Background: an optimization exercise with open tools, aiming at small area, a short achievable clock period and few clock cycles per item. Do not read the settings as production practice.
Function was checked by simulation only, so behaviour that the tests miss may differ from the original.
Power is estimated from default activity; no workload was simulated.

## matrix2x2_mult
module matrix2x2_mult (
    input       clk,
    input       rst,
    input       start,
    input [7:0]  a00, a01,
    input [7:0]  a10, a11,
    input [7:0]  b00, b01,
    input [7:0]  b10, b11,
    output [16:0] c00, c01,
    output [16:0] c10, c11,
    output done
);
For scale: roughly 1600 cells after synthesis, roughly 290 flip-flops, roughly 140 I/O pins, about 18000 µm² of cells after synthesis.
==> flow/config.mk <==
export PLATFORM = sky130hd
export DESIGN_NAME = matrix2x2_mult
export DESIGN_NICKNAME = matrix2x2_mult
export VERILOG_FILES = /design/flow/design.v
export SDC_FILE = /design/flow/constraint.sdc
export NUM_CORES = 4
export LEC_CHECK = 0
export CAP_MARGIN = 20
export CORE_MARGIN = 2
export CORE_UTILIZATION = 70
export CTS_BUF_LIST = sky130_fd_sc_hd__clkbuf_16
export CTS_CLUSTER_DIAMETER = 150
export CTS_CLUSTER_SIZE = 30
export SETUP_SLACK_MARGIN = 4.2
export SLEW_MARGIN = 20
export SYNTH_HIERARCHICAL = 1
export SYNTH_MINIMUM_KEEP_SIZE = 0
==> flow/constraint.sdc <==
create_clock -name core_clock -period 7.0 [get_ports {clk}]
set_input_delay 1.4000 -clock core_clock [delete_from_list [all_inputs] [get_ports {clk}]]
set_output_delay 1.4000 -clock core_clock [all_outputs]
set_load 0.01 [all_outputs]
standard.sh (not shown) runs the stock make flow with config.mk's settings and CLKGATE_MAP_FILE= SYNTH_SCRIPT=/design/flow/synth_recipe.tcl, a recipe that flattens the netlist after the stock synthesis.
==> flow/flow/run.sh <==
#!/bin/bash
# The standard layout, with plain buffers (buf_1) on the ports instead of the
# delay buffer buffer_ports picks by default.
set -euo pipefail
bash standard.sh "BUFFER_PORTS_ARGS=-buffer_cell sky130_fd_sc_hd__buf_1" finish > standard_flow.log 2>&1
Testbench counts at the start, summed over its fixed seeds: cycles 16,016, items 16,000.
Change:
Settings changed: CORE_UTILIZATION 70 to 65, SETUP_SLACK_MARGIN 4.2 to 4.3.
After rerunning: The changed run finished clean; final cell count rose by 7.3%; count of clock-buffer cells in the layout stays the same; design area rose by 6.9%; non-clock buffer count rose by 109; combinational power rose by 9.2%; via count rose by 5.0%; wire length rose by 13%; flip-flop and latch count does not change; maximum frequency rose by 0.62%; clock power rose by about 0.5%; power rose by 5.3%.
Change:
==> flow/flow/run.sh (replaced) <==
#!/bin/bash
# The standard layout with two changes: plain buf_1 port buffers instead of
# the delay buffer buffer_ports picks by default, and the AOI cells that
# ABC upsized to drive strength 2 during synthesis put back at drive
# strength 1 before placement (timing repair upsizes any that need it).
set -euo pipefail
PB="BUFFER_PORTS_ARGS=-buffer_cell sky130_fd_sc_hd__buf_1"
NET="$PWD/orfs/results/sky130hd/matrix2x2_mult/base/1_2_yosys.v"
bash standard.sh "$PB" "$NET" > synth_flow.log 2>&1
python3 flow/downsize.py "$NET" > downsize.log 2>&1
bash standard.sh "$PB" finish > layout_flow.log 2>&1
==> flow/flow/downsize.py (new file) <==
#!/usr/bin/env python3
"""Put the AOI cells that ABC's upsizing left at drive strength 2 back at
drive strength 1 in the synthesized netlist (same function and pins; timing
repair later upsizes any that need it)."""
import re
import sys

path = sys.argv[1]
text = open(path).read()
swaps = {'sky130_fd_sc_hd__a21oi_2': 'sky130_fd_sc_hd__a21oi_1',
         'sky130_fd_sc_hd__a21boi_2': 'sky130_fd_sc_hd__a21boi_1'}
for old, new in swaps.items():
    n = len(re.findall(r'\b%s\b' % old, text))
    text = re.sub(r'\b%s\b' % old, new, text)
    print('%s -> %s: %d' % (old, new, n))
open(path, 'w').write(text)
Settings changed: SETUP_SLACK_MARGIN 4.3 to 4.0.
The changed run finished clean.
Clock skew stays flat.
Die area is lower slightly.
Power decreases by roughly a tenth.
Final area goes down by a little under a tenth.
Change:
==> flow/flow/run.sh (replaced) <==
#!/bin/bash
# The standard layout, with plain buffers (buf_1) on the ports instead of the
# delay buffer buffer_ports picks by default.
set -euo pipefail
bash standard.sh "BUFFER_PORTS_ARGS=-buffer_cell sky130_fd_sc_hd__buf_1" finish > standard_flow.log 2>&1
Settings changed: SETUP_SLACK_MARGIN 4.0 to 4.25.
removed: flow/flow/downsize.py
What happened: Worst setup slack improves by 0.21 ns. Non-clock buffer count is higher by 45. Die area went up by 0.89%.
Change:
Settings changed: CORE_UTILIZATION 65 to 60, SETUP_SLACK_MARGIN 4.25 to 4.2.
What happened: Setup slack degrades by 0.022 ns. Clock-buffer cell count does not change. Utilization falls by 6.4 points. Clock power hardly moves. Power falls slightly. Global-route usage falls by 2.4 points. Routed wire length falls by a few percent.
Change:
Settings changed: CORE_UTILIZATION 60 to 65, SETUP_SLACK_MARGIN 4.2 to 4.15.
Effect: Clock-buffer cell count is unchanged. First-iteration DRC count goes up by 52%. Global-route usage grows by 2.2 points. Critical path depth decreases by 1. Via count is higher by 1.2%. Sequential power hardly moves.


v38:
Starting RTL as in the previous note.
// matrix2x2_mult
module matrix2x2_mult (
    input       clk,
    input       rst,
    input       start,
    input [7:0]  a00, a01,
    input [7:0]  a10, a11,
    input [7:0]  b00, b01,
    input [7:0]  b10, b11,
    output [16:0] c00, c01,
    output [16:0] c10, c11,
    output done
);
clock: 7.0 ns
lec_check: 0
cap_margin: 20
core_margin: 2
core_utilization: 65
cts_buf_list: sky130_fd_sc_hd__clkbuf_16
cts_cluster_diameter: 150
cts_cluster_size: 30
setup_slack_margin: 4.1
slew_margin: 20
synth_hierarchical: 1
synth_minimum_keep_size: 0
==> flow/flow/run.sh <==
#!/bin/bash
# The standard layout, with plain buffers (buf_1) on the ports instead of the
# delay buffer buffer_ports picks by default.
set -euo pipefail
bash standard.sh "BUFFER_PORTS_ARGS=-buffer_cell sky130_fd_sc_hd__buf_1" finish > standard_flow.log 2>&1
Testbench counts of v38, summed over its fixed seeds: cycles 16,016, items 16,000.
Here is what was changed in the inputs of v55 compared with v38.
- swapping 4.1 for 4.2 in SETUP_SLACK_MARGIN
Results
Between v38 and v55, the flow reports wire length on met1 increasing slightly. v55 ran to completion and came out clean on the timing, DRC and antenna checks. Diff v38 -> v55: global-route wire length before repair barely changed, internal cell power picked up an extra about 3.4%. On final setup skew, v38 and v55 are neck and neck. In terms of die boundary height, v38 and v55 differ only marginally.
Modified inputs, v34 compared to v55
- changing SETUP_SLACK_MARGIN from 4.2 to 4.0
==> notes.md <==
Between v55 and v34, the difference in first-pass GRT wire length is negligible. Any difference in sequential power between v34 and v55 is small enough to ignore. No stage failed in v34, and the final checks on the layout all came back clean. Taking v55 as the reference, in v34 met1 track demand over resource in global routing shows a reduction of 0.20 points; slew at the pin with the worst max-slew slack -0.057 ns; sequential share of layout area dropped 0.18 points; wire length saw a decrease.


oak:
Another version of the RTL of matrix2x2_mult (not shown whole).
For scale: about 1600 cells after synthesis, ~18000 sq um of cells after synthesis.
==> flow/config.mk <==
export PLATFORM = sky130hd
export DESIGN_NAME = matrix2x2_mult
export DESIGN_NICKNAME = matrix2x2_mult
export VERILOG_FILES = /design/flow/design.v
export SDC_FILE = /design/flow/constraint.sdc
export NUM_CORES = 4
export LEC_CHECK = 0
export CAP_MARGIN = 20
export CORE_MARGIN = 2
export CORE_UTILIZATION = 65
export CTS_BUF_LIST = sky130_fd_sc_hd__clkbuf_16
export CTS_CLUSTER_DIAMETER = 150
export CTS_CLUSTER_SIZE = 30
export SETUP_SLACK_MARGIN = 4.3
export SLEW_MARGIN = 20
export SYNTH_HIERARCHICAL = 1
export SYNTH_MINIMUM_KEEP_SIZE = 0
==> flow/constraint.sdc <==
create_clock -name core_clock -period 7.0 [get_ports {clk}]
set_input_delay 1.4000 -clock core_clock [delete_from_list [all_inputs] [get_ports {clk}]]
set_output_delay 1.4000 -clock core_clock [all_outputs]
set_load 0.01 [all_outputs]
==> flow/flow/run.sh <==
#!/bin/bash
# The standard layout, with plain buffers (buf_2) on the ports instead of the
# delay buffer buffer_ports picks by default.
set -euo pipefail
bash standard.sh "BUFFER_PORTS_ARGS=-buffer_cell sky130_fd_sc_hd__buf_2" finish > standard_flow.log 2>&1
oak completed every stage of the flow, and the final layout passed the timing, DRC and antenna checks.
Testbench counts of oak, summed over its fixed seeds: cycles 16,016, items 16,000.
Input-level comparison between pine and oak:
- CTS_CLUSTER_SIZE: 30 -> 16
- CTS_CLUSTER_DIAMETER: 150 -> 100
- CTS_BUF_LIST: sky130_fd_sc_hd__clkbuf_16 -> sky130_fd_sc_hd__clkbuf_8
Notes after the runs:
- met4 as the uppermost metal layer occupied by signal nets was reported by pine, and met5 by oak.
- Changes observed in pine relative to oak: area overhead of the layout relative to synthesis now sits higher; final cell count now sits higher; global-route wire length before repair now sits at about the same level.
- Measured against each other, oak and pine differ in maximum clock frequency, the higher figure coming from pine.
- Comparing shortest clock period the worst path allows after layout for oak and pine, the smaller number came from pine.

-- re-timing with driven ports --
Ports are ideal in the flow. The routed layouts listed here were re-timed in OpenROAD. Step 1 sets driving cells, clkbuf_16 on the clock port and buf_2 on the other inputs (assumed; they add their load-dependent delay and slew). Step 2, shift: input delay + t, output delay - t, t = (earliest + latest rising clock arrival at the registers) / 2. This alone moves slack from input paths to output paths. Slacks: no drivers / after step 1 / after step 2; pairs: no drivers / after step 1.
run	t, ns	slack for setup (ns)	slew at the worst register clock pin (ns)	worst slew at a driven data input, ns
the first run of note 1	0.545	4.260 / 4.260 / 4.260	0.12 / 0.12	0.04
the second run of note 1	0.552	4.277 / 4.277 / 4.277	0.12 / 0.12	0.04
the third run of note 1	0.548	4.061 / 4.061 / 4.061	0.12 / 0.12	0.04
the fourth run of note 1	0.552	4.270 / 4.270 / 4.270	0.12 / 0.12	0.04
the fifth run of note 1	0.549	4.247 / 4.247 / 4.247	0.12 / 0.12	0.04
the sixth run of note 1	0.552	4.191 / 4.191 / 4.191	0.12 / 0.12	0.04
v38	0.550	4.142 / 4.142 / 4.142	0.12 / 0.12	0.04
v55	0.550	4.258 / 4.258 / 4.258	0.12 / 0.12	0.04
v34	0.548	4.086 / 4.086 / 4.086	0.12 / 0.12	0.04
oak	0.553	4.260 / 4.260 / 4.260	0.11 / 0.11	0.04
pine	0.624	4.293 / 4.293 / 4.293	0.11 / 0.11	0.04
After both steps setup and hold are still met in every run listed.
